What follows belongs to an exercise in optimizing a design on an open flow for small area; a production flow would make more cautious choices.
The RTL was checked by simulation tests, not by an equivalence proof against the original design.
The flow treats the clock pin as an ideal source, which a real chip does not have.

Design neural_pipeline_top, start of the top module:
module neural_pipeline_top (
    input wire clk,
    input wire rst,
    input wire signed [15:0] raw_in,
    output wire signed [15:0] vel_out
);
Size in the first run: roughly 940 cells after synthesis, ~34 I/O pins, about 0.011 mm² of cells after synthesis.
==> flow/config.mk <==
export PLATFORM = sky130hd
export DESIGN_NAME = neural_pipeline_top
export DESIGN_NICKNAME = neural_pipeline_top
export VERILOG_FILES = /design/flow/design.v
export SDC_FILE = /design/flow/constraint.sdc
export NUM_CORES = 4
export LEC_CHECK = 0
export CAP_MARGIN = 20
export CORE_MARGIN = 2
export CORE_UTILIZATION = 70
export PLACE_DENSITY = 0.8
export SLEW_MARGIN = 20
export SYNTH_HIERARCHICAL = 1
==> flow/constraint.sdc <==
create_clock -name core_clock -period 25.0 [get_ports {clk}]
set_input_delay 5.0000 -clock core_clock [delete_from_list [all_inputs] [get_ports {clk}]]
set_output_delay 5.0000 -clock core_clock [all_outputs]
set_load 0.01 [all_outputs]
standard.sh (not shown) runs the stock make flow with config.mk's settings and CLKGATE_MAP_FILE= SYNTH_SCRIPT=/design/flow/synth_recipe.tcl, a recipe that flattens the netlist after the stock synthesis.
==> flow/flow/run.sh <==
#!/bin/bash
# The standard layout (standard.sh, with the standard synthesis unchanged)
# plus three changes:
#  1. after the standard synthesis, the combinational logic other than the
#     full-adder and tie cells is re-mapped by ABC with an area script
#     (flow/reabc.abc); flip-flops and their names are left as they are;
#  2. port buffers use the smallest buffer cell (buf_1);
#  3. clock tree synthesis uses clkbuf_8 and no dummy loads; afterwards
#     clock buffers are downsized to clkbuf_4 where the clock-pin slew
#     allows it (flow/cts_trim.tcl).
# Each tool's output goes to a log file of its own in this folder.
set -euo pipefail
export BUFFER_PORTS_ARGS="-buffer_cell sky130_fd_sc_hd__buf_1"
export CTS_ARGS="-sink_clustering_enable -repair_clock_nets -dont_use_dummy_load -buf_list sky130_fd_sc_hd__clkbuf_8"

R=orfs/results/${FLOW_PLATFORM}/neural_pipeline_top/base
LIB=${FLOW_HOME}/platforms/${FLOW_PLATFORM}/lib/sky130_fd_sc_hd__tt_025C_1v80.lib
YOSYS=${FLOW_HOME}/../tools/install/yosys/bin/yosys
[ -x "$YOSYS" ] || YOSYS=yosys

bash standard.sh synth > standard_synth.log 2>&1
cp $R/1_2_yosys.v 1_2_yosys_standard.v

DU=""
for c in probe_p_8 probec_p_8 lpflow_bleeder_1 lpflow_clkbufkapwr_1 lpflow_clkbufkapwr_16 \
  lpflow_clkbufkapwr_2 lpflow_clkbufkapwr_4 lpflow_clkbufkapwr_8 lpflow_clkinvkapwr_1 \
  lpflow_clkinvkapwr_16 lpflow_clkinvkapwr_2 lpflow_clkinvkapwr_4 lpflow_clkinvkapwr_8 \
  lpflow_decapkapwr_12 lpflow_decapkapwr_3 lpflow_decapkapwr_4 lpflow_decapkapwr_6 \
  lpflow_decapkapwr_8 lpflow_inputiso0n_1 lpflow_inputiso0p_1 lpflow_inputiso1n_1 \
  lpflow_inputiso1p_1 lpflow_inputisolatch_1 lpflow_isobufsrc_1 lpflow_isobufsrc_16 \
  lpflow_isobufsrc_2 lpflow_isobufsrc_4 lpflow_isobufsrc_8 lpflow_isobufsrckapwr_16 \
  lpflow_lsbuf_lh_hl_isowell_tap_1 lpflow_lsbuf_lh_hl_isowell_tap_2 \
  lpflow_lsbuf_lh_hl_isowell_tap_4 lpflow_lsbuf_lh_isowell_4 lpflow_lsbuf_lh_isowell_tap_1 \
  lpflow_lsbuf_lh_isowell_tap_2 lpflow_lsbuf_lh_isowell_tap_4; do
  DU="$DU -dont_use sky130_fd_sc_hd__$c"
done

cat > reabc.ys <<EOT
read_liberty -ignore_miss_func $LIB
setattr -mod -set keep_hierarchy 1 sky130_fd_sc_hd__fa_1 sky130_fd_sc_hd__conb_1 sky130_fd_sc_hd__dfxtp_1
read_verilog 1_2_yosys_standard.v
hierarchy -top ${FLOW_TOP}
flatten
opt -purge
abc -liberty $LIB $DU -script flow/reabc.abc
opt_clean -purge

splitnets
opt_clean -purge
tee -o reabc_stat.txt stat -liberty $LIB
select ${FLOW_TOP}
write_verilog -noattr -nohex -nodec -selected $R/1_2_yosys.v
EOT
$YOSYS -s reabc.ys > reabc.log 2>&1

bash standard.sh cts > standard_to_cts.log 2>&1
OPENROAD=${FLOW_HOME}/../tools/install/OpenROAD/bin/openroad
[ -x "$OPENROAD" ] || OPENROAD=openroad
export R LIB
$OPENROAD -no_init -exit flow/cts_trim.tcl > cts_trim.log 2>&1

bash standard.sh > standard.log 2>&1
Other scripts of this flow, unchanged in this note and not shown: flow/flow/cts_trim.tcl, flow/flow/reabc.abc
Next try:
--- a/flow/design.v
+++ b/flow/design.v
@@ -1316,46 +1316,47 @@
     end
     reg [10:0] u;
     wire [11:0] uc;
     assign uc[0] = 1'b1;
     generate for (i = 0; i < 11; i = i + 1) begin : g_inc
         assign uc[i+1] = uc[i] & u[i];
     end endgenerate
     wire u_last = (u == 11'd1499);
     wire u_zero = (u == 11'd0);         
     wire upd = (u == 11'd1);            
-    reg [6:0] w;
-    wire done = (w == 7'd22);
-    wire [6:0] w_nx = {w[5:0], ~(w[6] ^ w[5])};
+    reg done;
+    wire wend = S[6] & S[5] & S[1] & S[0];         
     always @(posedge clk) begin
         if (rst) begin
             u <= 11'd1;
-            w <= 7'd0;
+            done <= 1'b0;
         end else begin
             u <= u_last ? 11'd0 : (u ^ uc[10:0]);
-            if (u_zero && !done)
-                w <= w_nx;
+            if (u_zero && wend)
+                done <= 1'b1;
         end
     end
     wire sp = done & spike;
     wire pwin = (u[10:4] == 7'd0);                
-    wire mult = pwin & (u[3] | u[2]);             
+    wire mult = done & pwin & (u[3] | u[2]);      
     wire kbit = ~u[1] | (u[3] & u[2]);            
     reg pending;
     wire add = ~pwin & ~u_last & ~over & (sp | pending);
     always @(posedge clk) begin
         if (rst)
             pending <= 1'b0;
         else
             pending <= pwin & (pending | sp);
     end
-    wire [14:0] bop = mult ? (kbit ? v : 15'd0) : (add ? 15'd819 : 15'd0);
+    wire inc = ~done & u_zero;                    
+    wire [14:0] bop = mult ? (kbit ? v : 15'd0) : ((add ? 15'd819 : 15'd0) | {14'd0, inc});
+    wire clear = done ? upd : (u_zero & wend);
     wire s1;
     wire s2;
     wire s3;
     wire s4;
     wire s5;
     wire s6;
     wire s7;
     wire s8;
     wire s9;
     wire s10;
@@ -1437,23 +1438,23 @@
     assign ssum[7] = s38;
     assign ssum[8] = s39;
     assign ssum[9] = s40;
     assign ssum[10] = s41;
     assign ssum[11] = s42;
     assign ssum[12] = s43;
     assign ssum[13] = s44;
     assign ssum[14] = s45;
     assign ssum[15] = s46;
     always @(posedge clk) begin
-        if (rst || upd)
+        if (rst || clear)
             S <= 0;
         else if (mult)
             S <= ssum[15:1];
         else
             S <= ssum[14:0];
         if (rst)
             v <= 0;
-        else if (upd)
+        else if (upd && done)
             v <= over ? 15'd20480 : S[14:0];
     end
     assign vel_out = {1'b0, v};
 endmodule
Result: Cell count fell by 1.8%. Sequential share of layout area fell by 0.55 points. Die area fell by 1.8%. Routed wire length rose by 1.2%. Synthesized area fell by 1.8%. Worst hold slack gets worse by 0.0096 ns.

==> what the ideal ports hide <==
No port has a modelled driver above. Below, the same layouts with a new extraction and two added sets of constraints. Step 1 (the two cells are an assumption about what drives the block):
set clk [get_ports {clk}]
set_driving_cell -lib_cell sky130_fd_sc_hd__clkbuf_16 $clk
set_driving_cell -lib_cell sky130_fd_sc_hd__buf_2 [delete_from_list [all_inputs] $clk]
Step 2 also shifts input and output timing later by t, the mid clock arrival at the registers, as if the neighbouring blocks saw the same clock. a / b / c = no drivers / after step 1 / after step 2; a / b = the first two.
run | shift t [ns] | setup slack, ns | latest minus earliest clock arrival (ns) | cell pins on the clock port's net
the first run | 0.605 | 3.893 / 3.908 / 3.302 | 0.031 / 0.031 | 1
the second run | 0.609 | 3.410 / 3.426 / 2.816 | 0.042 / 0.043 | 1
After both steps every run listed still meets setup and hold. The setup slack of the second run, which loses most, moves by +0.016 ns with the drivers and by -0.594 ns with both steps.
